Background: an optimization exercise with open tools, aiming at small area, a short achievable clock period and few clock cycles. Do not read the settings as production practice.
At most, simulation tests tie the RTL to the original design; equivalence was not proved.
No activity file was given, so power comes from the tool's default toggle rates.

## MIPS
module MIPS (
	input				clk,
	input				rst,
	output	[7:0]		imem_addr,
	input		[15:0]	imem_rdata,
	output	[15:0]	dmem_addr,
	output	[15:0]	dmem_wdata,
	output				dmem_we,
	input		[15:0]	dmem_rdata
);
Size: about 1100 cells after synthesis, roughly 210 flip-flops, roughly 75 I/O pins, roughly 12000 µm² of cells after synthesis.
==> module alu, before the edit <==
module alu (
	input	[15:0]	a,
	input	[15:0]	b,
	input			sub,
	input			s_add,		 
	input			s_and,
	input			s_or,
	input			s_xor,
	input			s_sll,
	input			s_sra,
	input			s_srl,
	output	[15:0]	r,
	output	[15:0]	sum
);
wire [15:0] bx = b ^ {16{sub}};
wire [15:0] g0 = a & bx;
wire [15:0] p0 = a ^ bx;
wire [15:0] g [0:4];
wire [15:0] p [0:4];
assign g[0] = {g0[15:1], g0[0] | (p0[0] & sub)};
assign p[0] = p0;
genvar l, i;
generate for (l = 0; l < 4; l = l + 1) begin : lv
	for (i = 0; i < 16; i = i + 1) begin : bt
		if ((i >> l) & 1) begin : c
			localparam integer j = ((i >> l) << l) - 1;
			assign g[l+1][i] = g[l][i] | (p[l][i] & g[l][j]);
			assign p[l+1][i] = p[l][i] & p[l][j];
		end else begin : n
			assign g[l+1][i] = g[l][i];
			assign p[l+1][i] = p[l][i];
		end
	end
end endgenerate
wire [15:0] cin = {g[4][14:0], sub};
assign sum = p0 ^ cin;
wire big = |b[15:4];
wire [15:0] ar;
generate for (i = 0; i < 16; i = i + 1) begin : rv
	assign ar[i] = a[15-i];
end endgenerate
wire fill = s_sra & a[15];
wire [15:0] sin = s_sll ? ar : a;
wire signed [16:0] sx = {fill, sin};
wire [16:0] sr = sx >>> b[3:0];
wire [15:0] sh = big ? {16{fill}} : sr[15:0];
wire [15:0] shl;
generate for (i = 0; i < 16; i = i + 1) begin : rv2
	assign shl[i] = sh[15-i];
end endgenerate
assign r = ({16{s_add}} & sum)
         | ({16{s_and}} & (a & b))
         | ({16{s_or}}  & (a | b))
         | ({16{s_xor}} & (a ^ b))
         | ({16{s_sll}} & shl)
         | ({16{s_sra | s_srl}} & sh);
endmodule
==> module MIPS, before the edit <==
module MIPS (
	input				clk,
	input				rst,
	output	[7:0]		imem_addr,
	input		[15:0]	imem_rdata,
	output	[15:0]	dmem_addr,
	output	[15:0]	dmem_wdata,
	output				dmem_we,
	input		[15:0]	dmem_rdata
);
reg  [7:1]	s1, s2;		 
reg			f1, f2;		 
reg			e_imm;		 
reg  [5:0]	e_i6;		 
reg			e_sub, e_add, e_and, e_or, e_xor, e_sll, e_sra, e_srl;
reg			e_st, e_ld, e_wr, e_br;	 
reg  [2:0]	e_rd;
reg  [7:0]	e_tgt;		 
reg			e_stl;		 
reg  [15:0]	res;
reg  [15:0]	sd;
reg			mwe, wbe, mld;
reg  [2:0]	mrd;
reg  [7:0]	pc;
wire [7:0]	pc1 = pc + 8'd1;
assign imem_addr = pc;
wire [15:0]	ins = imem_rdata;
wire [3:0]	op  = ins[15:12];
wire [2:0]	rd  = ins[11:9];
wire [2:0]	rs1 = ins[8:6];
wire [2:0]	rs2 = ins[5:3];
wire [7:0]	tgt = pc1 + {{2{ins[5]}}, ins[5:0]};
wire d_alu  = (op >= 4'd1) && (op <= 4'd8);
wire d_addi = op == 4'd9;
wire d_ld   = op == 4'd10;
wire d_st   = op == 4'd11;
wire d_br   = op == 4'd12;
wire d_use1 = d_alu | d_addi | d_ld | d_st | d_br;
wire d_use2 = d_alu | d_st;
wire rd_nz  = rd != 3'd0;
wire d_wr   = (d_alu | d_addi | d_ld) & rd_nz;
wire br0    = d_br & (rs1 == 3'd0);
wire [2:0]	ra2 = d_st ? rd : rs2;
wire e_fw   = e_wr & !e_ld;
wire m1     = d_use1 && (rs1 == e_rd);
wire m2     = d_use2 && (ra2 == e_rd);
wire [7:0]	oh1 = d_use1 ? (8'd1 << rs1) : 8'd0;
wire [7:0]	oh2 = d_use2 ? (8'd1 << ra2) : 8'd0;
wire [15:0]	r1, r2;
wire [15:0]	wd = mld ? dmem_rdata : res;
reg_file rf (.clk(clk), .rst(rst), .we(wbe), .wa(mrd), .wd(wd),
	.s1(s1), .rd1(r1), .s2(s2), .rd2(r2));
wire [15:0]	a  = r1 | ({16{f1}} & res);
wire [15:0]	b2 = r2 | ({16{f2}} & res);
wire [15:0]	b  = e_imm ? {{10{e_i6[5]}}, e_i6} : b2;
wire [15:0]	r, sum;
alu alu_u (.a(a), .b(b), .sub(e_sub), .s_add(e_add), .s_and(e_and), .s_or(e_or),
	.s_xor(e_xor), .s_sll(e_sll), .s_sra(e_sra), .s_srl(e_srl), .r(r), .sum(sum));
wire stall = e_stl;
wire taken = e_br && (a == 16'd0) && !stall;
wire kill  = rst || taken;		 
always @(posedge clk) begin
	if (rst)
		pc <= 8'd0;
	else if (!stall)
		pc <= taken ? e_tgt : (br0 ? tgt : pc1);
end
always @(posedge clk) begin
	if (kill) begin
		s1 <= 7'd0; s2 <= 7'd0; f1 <= 1'b0; f2 <= 1'b0;
		e_sub <= 1'b0; e_add <= 1'b0; e_and <= 1'b0; e_or <= 1'b0; e_xor <= 1'b0;
		e_sll <= 1'b0; e_sra <= 1'b0; e_srl <= 1'b0;
		e_st <= 1'b0; e_ld <= 1'b0; e_wr <= 1'b0; e_br <= 1'b0; e_stl <= 1'b0;
	end else if (stall) begin
		e_stl <= 1'b0;
	end else begin
		f1 <= m1 && e_fw;
		f2 <= m2 && e_fw;
		s1 <= (m1 && e_fw) ? 7'd0 : oh1[7:1];
		s2 <= (m2 && e_fw) ? 7'd0 : oh2[7:1];
		e_stl <= ((m1 || m2) && e_wr && e_ld);
		e_sub <= op == 4'd2;
		e_add <= op == 4'd1 || op == 4'd2 || d_addi || d_ld || d_st;
		e_and <= op == 4'd3;
		e_or  <= op == 4'd4;
		e_xor <= op == 4'd5;
		e_sll <= op == 4'd6;
		e_sra <= op == 4'd7;
		e_srl <= op == 4'd8;
		e_st  <= d_st;
		e_ld  <= d_ld && rd_nz;
		e_wr  <= d_wr;
		e_br  <= d_br && !br0;
	end
	if (!stall) begin
		e_imm <= d_addi | d_ld | d_st;
		e_i6  <= ins[5:0];
		e_rd  <= rd;
		e_tgt <= tgt;
	end
end
always @(posedge clk) begin
	if (rst) begin
		mwe <= 1'b0;
		wbe <= 1'b0;
		mld <= 1'b0;
	end else begin
		mwe <= e_st && !stall;
		wbe <= e_wr && !stall;
		mld <= e_ld && !stall;
	end
	res <= r;
	sd  <= b2;
	mrd <= e_rd;
end
assign dmem_addr  = res;
assign dmem_wdata = sd;
assign dmem_we    = mwe;
endmodule
export LEC_CHECK = 0
export CAP_MARGIN = 20
export CORE_MARGIN = 2
export CORE_UTILIZATION = 40
export PLACE_DENSITY = 0.6
export SETUP_SLACK_MARGIN = 5
export SLEW_MARGIN = 20
create_clock -name core_clock -period 8.0 [get_ports {clk}]
standard.sh (not shown) runs the stock make flow with config.mk's settings and CLKGATE_MAP_FILE= SYNTH_SCRIPT=/design/flow/synth_recipe.tcl, a recipe that flattens the netlist after the stock synthesis.
==> flow/flow/run.sh <==
#!/bin/bash
# The standard layout, with plain buffers (not delay cells) on the ports.
set -euo pipefail
bash standard.sh BUFFER_PORTS_ARGS="-buffer_cell sky130_fd_sc_hd__buf_2" finish > standard.log 2>&1
Testbench counts at the start, summed over its fixed seeds: cycles 58,788.
Edit:
--- a/flow/design.v
+++ b/flow/design.v
@@ -25,7 +25,11 @@
 endmodule
 module alu (
 	input	[15:0]	a,
-	input	[15:0]	b,
+	input	[15:0]	b2,		 
+	input	[15:0]	imm,
+	input			bp,
+	input			bn,
+	input			bi,
 	input			sub,
 	input			s_add,		 
 	input			s_and,
@@ -34,10 +38,9 @@
 	input			s_sll,
 	input			s_sra,
 	input			s_srl,
-	output	[15:0]	r,
-	output	[15:0]	sum
+	output	[15:0]	r
 );
-wire [15:0] bx = b ^ {16{sub}};
+wire [15:0] bx = ({16{bp}} & b2) | ({16{bn}} & ~b2) | ({16{bi}} & imm);
 wire [15:0] g0 = a & bx;
 wire [15:0] p0 = a ^ bx;
 wire [15:0] g [0:4];
@@ -47,10 +50,9 @@
 genvar l, i;
 generate for (l = 0; l < 4; l = l + 1) begin : lv
 	for (i = 0; i < 16; i = i + 1) begin : bt
-		if ((i >> l) & 1) begin : c
-			localparam integer j = ((i >> l) << l) - 1;
-			assign g[l+1][i] = g[l][i] | (p[l][i] & g[l][j]);
-			assign p[l+1][i] = p[l][i] & p[l][j];
+		if (i >= (1 << l)) begin : c
+			assign g[l+1][i] = g[l][i] | (p[l][i] & g[l][i - (1 << l)]);
+			assign p[l+1][i] = p[l][i] & p[l][i - (1 << l)];
 		end else begin : n
 			assign g[l+1][i] = g[l][i];
 			assign p[l+1][i] = p[l][i];
@@ -58,8 +60,7 @@
 	end
 end endgenerate
 wire [15:0] cin = {g[4][14:0], sub};
-assign sum = p0 ^ cin;
-wire big = |b[15:4];
+wire big = |b2[15:4];
 wire [15:0] ar;
 generate for (i = 0; i < 16; i = i + 1) begin : rv
 	assign ar[i] = a[15-i];
@@ -67,18 +68,20 @@
 wire fill = s_sra & a[15];
 wire [15:0] sin = s_sll ? ar : a;
 wire signed [16:0] sx = {fill, sin};
-wire [16:0] sr = sx >>> b[3:0];
+wire [16:0] sr = sx >>> b2[3:0];
 wire [15:0] sh = big ? {16{fill}} : sr[15:0];
 wire [15:0] shl;
 generate for (i = 0; i < 16; i = i + 1) begin : rv2
 	assign shl[i] = sh[15-i];
 end endgenerate
-assign r = ({16{s_add}} & sum)
-         | ({16{s_and}} & (a & b))
-         | ({16{s_or}}  & (a | b))
-         | ({16{s_xor}} & (a ^ b))
-         | ({16{s_sll}} & shl)
-         | ({16{s_sra | s_srl}} & sh);
+wire [15:0] other = ({16{s_and}} & (a & b2))
+                  | ({16{s_or}}  & (a | b2))
+                  | ({16{s_xor}} & (a ^ b2))
+                  | ({16{s_sll}} & shl)
+                  | ({16{s_sra | s_srl}} & sh);
+wire [15:0] r0 = s_add ? p0 : other;
+wire [15:0] r1 = s_add ? ~p0 : other;
+assign r = (cin & r1) | (~cin & r0);
 endmodule
 module MIPS (
 	input				clk,
@@ -93,6 +96,7 @@
 reg  [7:1]	s1, s2;		 
 reg			f1, f2;		 
 reg			e_imm;		 
+reg			e_bp;		 
 reg  [5:0]	e_i6;		 
 reg			e_sub, e_add, e_and, e_or, e_xor, e_sll, e_sra, e_srl;
 reg			e_st, e_ld, e_wr, e_br;	 
@@ -134,10 +138,10 @@
 	.s1(s1), .rd1(r1), .s2(s2), .rd2(r2));
 wire [15:0]	a  = r1 | ({16{f1}} & res);
 wire [15:0]	b2 = r2 | ({16{f2}} & res);
-wire [15:0]	b  = e_imm ? {{10{e_i6[5]}}, e_i6} : b2;
-wire [15:0]	r, sum;
-alu alu_u (.a(a), .b(b), .sub(e_sub), .s_add(e_add), .s_and(e_and), .s_or(e_or),
-	.s_xor(e_xor), .s_sll(e_sll), .s_sra(e_sra), .s_srl(e_srl), .r(r), .sum(sum));
+wire [15:0]	r;
+alu alu_u (.a(a), .b2(b2), .imm({{10{e_i6[5]}}, e_i6}), .bp(e_bp), .bn(e_sub), .bi(e_imm),
+	.sub(e_sub), .s_add(e_add), .s_and(e_and), .s_or(e_or),
+	.s_xor(e_xor), .s_sll(e_sll), .s_sra(e_sra), .s_srl(e_srl), .r(r));
 wire stall = e_stl;
 wire taken = e_br && (a == 16'd0) && !stall;
 wire kill  = rst || taken;		 
@@ -150,7 +154,7 @@
 always @(posedge clk) begin
 	if (kill) begin
 		s1 <= 7'd0; s2 <= 7'd0; f1 <= 1'b0; f2 <= 1'b0;
-		e_sub <= 1'b0; e_add <= 1'b0; e_and <= 1'b0; e_or <= 1'b0; e_xor <= 1'b0;
+		e_sub <= 1'b0; e_bp <= 1'b0; e_add <= 1'b0; e_and <= 1'b0; e_or <= 1'b0; e_xor <= 1'b0;
 		e_sll <= 1'b0; e_sra <= 1'b0; e_srl <= 1'b0;
 		e_st <= 1'b0; e_ld <= 1'b0; e_wr <= 1'b0; e_br <= 1'b0; e_stl <= 1'b0;
 	end else if (stall) begin
@@ -162,6 +166,7 @@
 		s2 <= (m2 && e_fw) ? 7'd0 : oh2[7:1];
 		e_stl <= ((m1 || m2) && e_wr && e_ld);
 		e_sub <= op == 4'd2;
+		e_bp  <= op == 4'd1;
 		e_add <= op == 4'd1 || op == 4'd2 || d_addi || d_ld || d_st;
 		e_and <= op == 4'd3;
 		e_or  <= op == 4'd4;
After rerunning: The changed run ran to the end with no violations. Design area came out higher by 4.6%. Total power came out higher by 2.1%. Routed wire length came out higher by 4.5%. Worst hold slack degrades by 0.013 ns. Cell count came out higher by 5.3%. Via count came out higher by 6.0%. First-iteration DRC count came out higher by 4.8%. Global-route usage came out higher by 1.1 points. Worst setup slack degrades by 0.032 ns. Synthesized area came out higher by 0.79%.
For the second run of this note, only the layout was checked, not whether the RTL still works.

## separate check: timing with driven ports
In the flow no input, the clock included, has a driving cell. The finished layouts below were timed again as built, in two steps. Step 1: set_driving_cell puts a clkbuf_16 on clk and a buf_2 on each other input, an assumption about the parent block. Step 2, shift: input delay + t, output delay - t, t = (earliest + latest rising clock arrival at the registers) / 2. This alone moves slack from input paths to output paths. Three values: ideal ports, drivers, drivers and shift; two values: the first two.
| run | t (ns) | slack for setup (ns) | latest minus earliest clock arrival (ns) | worst data-port slew with drivers (ns) |
|---|---|---|---|---|
| the first run | 0.566 | 4.568 / 4.568 / 4.487 | 0.015 / 0.015 | 0.05 |
| the second run | 0.562 | 4.536 / 4.536 / 4.368 | 0.026 / 0.026 | 0.04 |
After both steps setup and hold are still met in every run listed. The setup slack of the second run, which loses most, moves by 0.000 ns with the drivers and by -0.168 ns with both steps.
